From an optimization exercise on the open Yosys and OpenROAD flow, aimed at a short achievable clock period and few clock cycles; shortcuts taken in it are not production practice.
In this exercise RTL edits were held to simulation tests only and were not proved equivalent to the original.
Power figures rest on the tool's default switching activity, not on a simulated workload.

==> run D: inputs <==
Design nnrv_top, start of the top module:
module nnrv_top
(
i_clk,
i_rst,
o_imem_addr,
i_imem_data,
o_dmem_addr,
o_dmem_rd_en,
o_dmem_wr_en,
o_dmem_mask,
o_dmem_wdata,
i_dmem_rdata
);
Settings: LEC_CHECK=0, ABC_CLOCK_PERIOD_IN_PS=2500, CAP_MARGIN=20, CORE_MARGIN=2, CORE_UTILIZATION=30, PLACE_DENSITY=0.5, SLEW_MARGIN=20; clock period 10.0 ns.
standard.sh (not shown) runs the stock make flow with config.mk's settings and CLKGATE_MAP_FILE= SYNTH_SCRIPT=/design/flow/synth_recipe.tcl, a recipe that flattens the netlist after the stock synthesis.
==> flow/flow/run.sh <==
#!/bin/bash
set -euo pipefail
MARGIN=${MARGIN:-6.5}
bash standard.sh SETUP_SLACK_MARGIN=$MARGIN ADDER_MAP_FILE= finish > standard.log 2>&1
==> inputs of run A, as changes to run D <==
--- a/flow/design.v
+++ b/flow/design.v
@@ -218,15 +218,15 @@
 wire [31:0] imm_i = {{21{d_ins[31]}}, d_ins[30:20]};
 wire [31:0] imm_s = {{21{d_ins[31]}}, d_ins[30:25], d_ins[11:7]};
 wire [31:0] imm_b = {{20{d_ins[31]}}, d_ins[7], d_ins[30:25], d_ins[11:8], 1'b0};
 wire [31:0] imm_u = {d_ins[31:12], 12'd0};
 wire [31:0] imm_j = {{12{d_ins[31]}}, d_ins[19:12], d_ins[20], d_ins[30:21], 1'b0};
 wire d_kset = d_v && (d_lui || (d_addi && (d_rs1 == 5'd0))) && (d_rd != 5'd0);
 assign f_jr_k = d_kset && (d_rd == f_rs1);
-assign f_zk = d_v && d_addi && s1_r && (d_rd != 5'd0) && (d_rd == f_rs1);
+assign f_zk = d_v && d_addi && (d_rd != 5'd0) && (d_rd == f_rs1);
 assign d_kval = d_lui ? 10'd0 : imm_i[9:0];
 wire d_use1 = d_jalr || d_br || d_ld || d_st || d_opi || d_opr;
 wire d_use2 = d_br || d_st || d_opr;
 wire d_wen = (d_lui || d_auipc || d_jal || d_jalr || d_ld || d_opi || d_opr) && (d_rd != 5'd0);
 wire [31:0] d_pc4 = d_pc + 32'd4;
 wire [31:0] d_tj = d_pc + imm_j;
 wire [31:0] d_tb = d_pc + imm_b;
@@ -260,26 +260,18 @@
     s2_r <= !n2_e && !n2_m && !n2_w;
 end
 wire [31:0] ld_val;
 wire [31:0] d_op1 = ({32{hit1_e}} & e_cval) | ({32{s1_m}} & m_res) | ({32{s1_w}} & w_val) | ({32{s1_r}} & d_rv1);
 wire [31:0] d_op2 = ({32{hit2_e}} & e_cval) | ({32{s2_m}} & m_res) | ({32{s2_w}} & w_val) | ({32{s2_r}} & d_rv2);
 wire [31:0] d_fv1 = (hit1_m && m_ld) ? ld_val : d_op1;
 wire [31:0] d_fv2 = (hit2_m && m_ld) ? ld_val : d_op2;
-assign d_zres = ((d_rv1 ^ imm_i) == {d_rv1[30:0] | imm_i[30:0], 1'b0});
+assign d_zres = ((d_op1 ^ imm_i) == {d_op1[30:0] | imm_i[30:0], 1'b0});
 wire ok1 = !(hit1_e && !e_cv) && !(hit1_m && m_ld);
 wire ok2 = !(hit2_e && !e_cv) && !(hit2_m && m_ld);
-wire f_use1 = (fi[6:0] == OPC_JALR) || (fi[6:0] == OPC_BRANCH) || (fi[6:0] == OPC_LOAD)
-           || (fi[6:0] == OPC_STORE) || (fi[6:0] == OPC_OP_IMM) || (fi[6:0] == OPC_OP);
-wire f_use2 = (fi[6:0] == OPC_BRANCH) || (fi[6:0] == OPC_STORE) || (fi[6:0] == OPC_OP);
-reg pre_stall;
-always @ (posedge i_clk) begin
-    pre_stall <= !stall && d_wr && d_ld
-                 && ((f_use1 && (d_rd == f_rs1)) || (f_use2 && (d_rd == f_rs2)));
-end
-assign stall = d_v && pre_stall;
+assign stall = d_v && e_ld && ((d_use1 && hit1_e) || (d_use2 && hit2_e));
 wire d_go = d_v && !stall && !x_v;
 wire d_eq = (d_op1 == d_op2);
 wire d_lt = $signed(d_op1) < $signed(d_op2);
 wire d_ltu = d_op1 < d_op2;
 reg d_cond;
 always @ * begin
     case (d_f3[2:1])
==> inputs of run G, as changes to run D <==
--- a/flow/design.v
+++ b/flow/design.v
@@ -218,15 +218,15 @@
 wire [31:0] imm_i = {{21{d_ins[31]}}, d_ins[30:20]};
 wire [31:0] imm_s = {{21{d_ins[31]}}, d_ins[30:25], d_ins[11:7]};
 wire [31:0] imm_b = {{20{d_ins[31]}}, d_ins[7], d_ins[30:25], d_ins[11:8], 1'b0};
 wire [31:0] imm_u = {d_ins[31:12], 12'd0};
 wire [31:0] imm_j = {{12{d_ins[31]}}, d_ins[19:12], d_ins[20], d_ins[30:21], 1'b0};
 wire d_kset = d_v && (d_lui || (d_addi && (d_rs1 == 5'd0))) && (d_rd != 5'd0);
 assign f_jr_k = d_kset && (d_rd == f_rs1);
-assign f_zk = d_v && d_addi && s1_r && (d_rd != 5'd0) && (d_rd == f_rs1);
+assign f_zk = d_v && d_addi && (d_rd != 5'd0) && (d_rd == f_rs1);
 assign d_kval = d_lui ? 10'd0 : imm_i[9:0];
 wire d_use1 = d_jalr || d_br || d_ld || d_st || d_opi || d_opr;
 wire d_use2 = d_br || d_st || d_opr;
 wire d_wen = (d_lui || d_auipc || d_jal || d_jalr || d_ld || d_opi || d_opr) && (d_rd != 5'd0);
 wire [31:0] d_pc4 = d_pc + 32'd4;
 wire [31:0] d_tj = d_pc + imm_j;
 wire [31:0] d_tb = d_pc + imm_b;
@@ -260,26 +260,18 @@
     s2_r <= !n2_e && !n2_m && !n2_w;
 end
 wire [31:0] ld_val;
 wire [31:0] d_op1 = ({32{hit1_e}} & e_cval) | ({32{s1_m}} & m_res) | ({32{s1_w}} & w_val) | ({32{s1_r}} & d_rv1);
 wire [31:0] d_op2 = ({32{hit2_e}} & e_cval) | ({32{s2_m}} & m_res) | ({32{s2_w}} & w_val) | ({32{s2_r}} & d_rv2);
 wire [31:0] d_fv1 = (hit1_m && m_ld) ? ld_val : d_op1;
 wire [31:0] d_fv2 = (hit2_m && m_ld) ? ld_val : d_op2;
-assign d_zres = ((d_rv1 ^ imm_i) == {d_rv1[30:0] | imm_i[30:0], 1'b0});
+assign d_zres = ((d_op1 ^ imm_i) == {d_op1[30:0] | imm_i[30:0], 1'b0});
 wire ok1 = !(hit1_e && !e_cv) && !(hit1_m && m_ld);
 wire ok2 = !(hit2_e && !e_cv) && !(hit2_m && m_ld);
-wire f_use1 = (fi[6:0] == OPC_JALR) || (fi[6:0] == OPC_BRANCH) || (fi[6:0] == OPC_LOAD)
-           || (fi[6:0] == OPC_STORE) || (fi[6:0] == OPC_OP_IMM) || (fi[6:0] == OPC_OP);
-wire f_use2 = (fi[6:0] == OPC_BRANCH) || (fi[6:0] == OPC_STORE) || (fi[6:0] == OPC_OP);
-reg pre_stall;
-always @ (posedge i_clk) begin
-    pre_stall <= !stall && d_wr && d_ld
-                 && ((f_use1 && (d_rd == f_rs1)) || (f_use2 && (d_rd == f_rs2)));
-end
-assign stall = d_v && pre_stall;
+assign stall = d_v && e_ld && ((d_use1 && hit1_e) || (d_use2 && hit2_e));
 wire d_go = d_v && !stall && !x_v;
 wire d_eq = (d_op1 == d_op2);
 wire d_lt = $signed(d_op1) < $signed(d_op2);
 wire d_ltu = d_op1 < d_op2;
 reg d_cond;
 always @ * begin
     case (d_f3[2:1])
==> flow/flow/run.sh (replaced) <==
#!/bin/bash
set -euo pipefail
MARGIN=${MARGIN:-6.3}
bash standard.sh SETUP_SLACK_MARGIN=$MARGIN ADDER_MAP_FILE= finish > standard.log 2>&1
==> results.txt <==
Via count: run G < run A < run D.
Non-clock buffer count, lowest first: run G, run D, run A.
Maximum frequency: run D > run A > run G.
Register-to-register slack: run G < run A < run D.
Sequential power is about the same in run A and run G.
Synthesized cell count: run G is lower than run D (1.5%).
Testbench counts of run D, summed over its fixed seeds: cycles 43,654.
Testbench counts of run A, summed over its fixed seeds: cycles 43,534.
Testbench counts of run G, summed over its fixed seeds: cycles 43,534.

-- separate check: timing with driven ports --
In the flow no input, the clock included, has a driving cell. The finished layouts below were timed again as built, in two steps.
Step 1, drivers: a clkbuf_16 drives i_clk and a buf_2 each remaining input, both assumed.
Step 2 times the ports against the registers' clock, not the clock port: input delays grow and output delays shrink by t, the midpoint of the rising clock arrivals with the driver on.
Slacks: no drivers / after step 1 / after step 2; pairs: no drivers / after step 1.
run | shift t [ns] | slack for setup (ns) | worst data-port slew with drivers (ns) | pins driven straight from the clock port
run D | 1.056 | 6.094 / 6.071 / 5.014 | 0.24 | 1
run A | 1.059 | 6.077 / 6.045 / 4.986 | 0.25 | 1
run G | 1.059 | 5.982 / 5.979 / 4.920 | 0.27 | 1
After both steps setup and hold are still met in every run listed. The setup slack of run A, which loses most, moves by -0.032 ns with the drivers and by -1.091 ns with both steps.
